Background: an optimization exercise with open tools, aiming at small area. Do not read the settings as production practice.
The RTL was checked by simulation tests, not by an equivalence proof against the original design.

==> flow/design.v <==
`timescale 1ns / 1ps
module line_buffers #(
    parameter W = 128
)(
    input  wire clk,
    input  wire [7:0] pixel_in,
    input  wire pixel_valid,
    output wire [7:0] top,      
    output wire [7:0] left,     
    output wire [7:0] center,   
    output wire [7:0] right,    
    output wire [7:0] bottom    
);
    localparam N = 2*W + 1;
    reg [8*N-1:0] taps;
    always @(posedge clk) begin
        if (pixel_valid)
            taps <= {taps[8*(N-1)-1:0], pixel_in};
    end
    assign bottom = taps[7:0];
    assign right  = taps[8*(W-1) +: 8];
    assign center = taps[8*W +: 8];
    assign left   = taps[8*(W+1) +: 8];
    assign top    = taps[8*(2*W) +: 8];
endmodule
`timescale 1ns / 1ps
module window_3x3 #(
    parameter W = 128
)(
    input  wire clk,
    input  wire rst,
    input  wire pixel_valid,
    output wire win_ok
);
    reg [6:0] col_cnt;      
    reg [1:0] row_cnt;    
    always @(posedge clk) begin
        if (rst) begin
            col_cnt <= 0;
            row_cnt <= 0;
        end
        else if (pixel_valid) begin
            if (col_cnt == W-1) begin
                col_cnt <= 0;
                if (row_cnt != 2'd2)
                    row_cnt <= row_cnt + 1'b1;
            end
            else
                col_cnt <= col_cnt + 1'b1;
        end
    end
    assign win_ok = (row_cnt == 2'd2) && (col_cnt >= 2);
endmodule
`timescale 1ns / 1ps
module conv_mac_3x3 (
    input  wire [7:0] top,
    input  wire [7:0] left,
    input  wire [7:0] center,
    input  wire [7:0] right,
    input  wire [7:0] bottom,
    output wire [7:0] result
);
    wire [9:0]  ring = top + left + right + bottom;
    wire [10:0] diff = {1'b0, center, 2'b00} - {1'b0, ring};
    assign result = diff[10] ? 8'd0 : (|diff[9:8]) ? 8'hFF : diff[7:0];
endmodule
`timescale 1ns / 1ps
module cnn_top #(
    parameter W = 128
)(
    input wire clk,
    input wire rst,
    input wire [7:0] pixel_in,
    input wire pixel_valid,
    output reg [7:0] pixel_out,
    output reg pixel_out_valid
);
    wire [7:0] top, left, center, right, bottom;
    wire [7:0] result;
    wire win_ok;
    line_buffers #(.W(W)) LB (
        .clk(clk),
        .pixel_in(pixel_in),
        .pixel_valid(pixel_valid),
        .top(top), .left(left), .center(center), .right(right), .bottom(bottom)
    );
    window_3x3 #(.W(W)) WG (
        .clk(clk), .rst(rst),
        .pixel_valid(pixel_valid),
        .win_ok(win_ok)
    );
    conv_mac_3x3 MAC (
        .top(top), .left(left), .center(center), .right(right), .bottom(bottom),
        .result(result)
    );
    always @(posedge clk) begin
        pixel_out <= result;
        pixel_out_valid <= !rst && pixel_valid && win_ok;
    end
endmodule
Settings: LEC_CHECK=0, CAP_MARGIN=20, CORE_MARGIN=2, CORE_UTILIZATION=45, CTS_BUF_LIST=sky130_fd_sc_hd__clkbuf_16, CTS_CLUSTER_DIAMETER=100, CTS_CLUSTER_SIZE=30, SLEW_MARGIN=20; clock period 6.0 ns.
run.sh (not shown) runs the stock make flow with config.mk's settings and CLKGATE_MAP_FILE= SYNTH_SCRIPT=/design/flow/synth_recipe.tcl, a recipe that flattens the netlist after the stock synthesis.
Edit:
--- a/flow/design.v
+++ b/flow/design.v
@@ -1,23 +1,32 @@
 `timescale 1ns / 1ps
 module line_buffers #(
     parameter W = 128
 )(
     input  wire clk,
+    input  wire rst,
     input  wire [7:0] pixel_in,
     input  wire pixel_valid,
+    output reg        shift_q,  
+    output reg        parity,   
     output wire [7:0] top,      
     output wire [7:0] left,     
     output wire [7:0] center,   
     output wire [7:0] right,    
     output wire [7:0] bottom    
 );
     localparam N = 2*W + 1;
+    reg [7:0] pix_q;
+    reg       hold_q;           
     reg [8*N-1:0] taps;
+    wire [8*N-1:0] prev = {taps[8*(N-1)-1:0], pix_q ^ {8{parity}}};
     always @(posedge clk) begin
-        if (pixel_valid)
-            taps <= {taps[8*(N-1)-1:0], pixel_in};
+        pix_q   <= pixel_in;
+        shift_q <= pixel_valid && !rst;
+        hold_q  <= !(pixel_valid && !rst);
+        parity  <= !rst && !parity;
+        taps    <= ~((prev | {8*N{hold_q}}) & (taps | {8*N{shift_q}}));
     end
     assign bottom = taps[7:0];
     assign right  = taps[8*(W-1) +: 8];
     assign center = taps[8*W +: 8];
     assign left   = taps[8*(W+1) +: 8];
@@ -51,19 +60,20 @@
     end
     assign win_ok = (row_cnt == 2'd2) && (col_cnt >= 2);
 endmodule
 `timescale 1ns / 1ps
 module conv_mac_3x3 (
+    input  wire       inv,
     input  wire [7:0] top,
     input  wire [7:0] left,
     input  wire [7:0] center,
     input  wire [7:0] right,
     input  wire [7:0] bottom,
     output wire [7:0] result
 );
-    wire [9:0]  ring = top + left + right + bottom;
-    wire [10:0] diff = {1'b0, center, 2'b00} - {1'b0, ring};
+    wire [10:0] lap  = {1'b0, center, 2'b00} + {3'b111, ~top} + {3'b111, ~left} + {3'b111, ~right} + {3'b111, ~bottom} + 11'd4;
+    wire [10:0] diff = inv ? -lap : lap;
     assign result = diff[10] ? 8'd0 : (|diff[9:8]) ? 8'hFF : diff[7:0];
 endmodule
 `timescale 1ns / 1ps
 module cnn_top #(
     parameter W = 128
@@ -76,25 +86,30 @@
     output reg pixel_out_valid
 );
     wire [7:0] top, left, center, right, bottom;
     wire [7:0] result;
     wire win_ok;
+    wire shift;
+    wire parity;
     line_buffers #(.W(W)) LB (
-        .clk(clk),
+        .clk(clk), .rst(rst),
         .pixel_in(pixel_in),
         .pixel_valid(pixel_valid),
+        .shift_q(shift),
+        .parity(parity),
         .top(top), .left(left), .center(center), .right(right), .bottom(bottom)
     );
     window_3x3 #(.W(W)) WG (
         .clk(clk), .rst(rst),
-        .pixel_valid(pixel_valid),
+        .pixel_valid(shift),
         .win_ok(win_ok)
     );
     conv_mac_3x3 MAC (
+        .inv(parity),
         .top(top), .left(left), .center(center), .right(right), .bottom(bottom),
         .result(result)
     );
     always @(posedge clk) begin
         pixel_out <= result;
-        pixel_out_valid <= !rst && pixel_valid && win_ok;
+        pixel_out_valid <= !rst && shift && win_ok;
     end
 endmodule
After rerunning: Synthesized cell count went up by 110%; area after synthesis went down by 8.9%; critical path depth went down by 4; hold slack improves by 0.018 ns; global-route usage went up by 3.4 points.

afterwards: timing with drivers on the ports:
The results above use ideal ports. As a check the final layouts listed here were re-extracted and re-timed, cells and wires unchanged.
Step 1 sets driving cells, clkbuf_16 on the clock port and buf_2 on the other inputs (assumed; they add their load-dependent delay and slew).
Step 2 adds t to the input delays and takes it off the output delays; t is the mean of the earliest and latest rising clock arrival at the registers after step 1. Input paths then give back, and output paths get back, about the clock's delay inside the block.
Three values: no drivers, after step 1, after step 2; two values: the first two.
run	t, ns	slack for setup (ns)	hold WS [ns]	worst data-port slew with drivers (ns)	cell pins on the clock port's net
the first run	0.753	0.715 / 0.715 / 0.715	0.413 / 0.413 / 0.413	0.18	1
the second run	0.740	1.382 / 1.382 / 1.382	0.431 / 0.431 / 0.431	0.03	1
After both steps setup and hold are still met in every run listed.
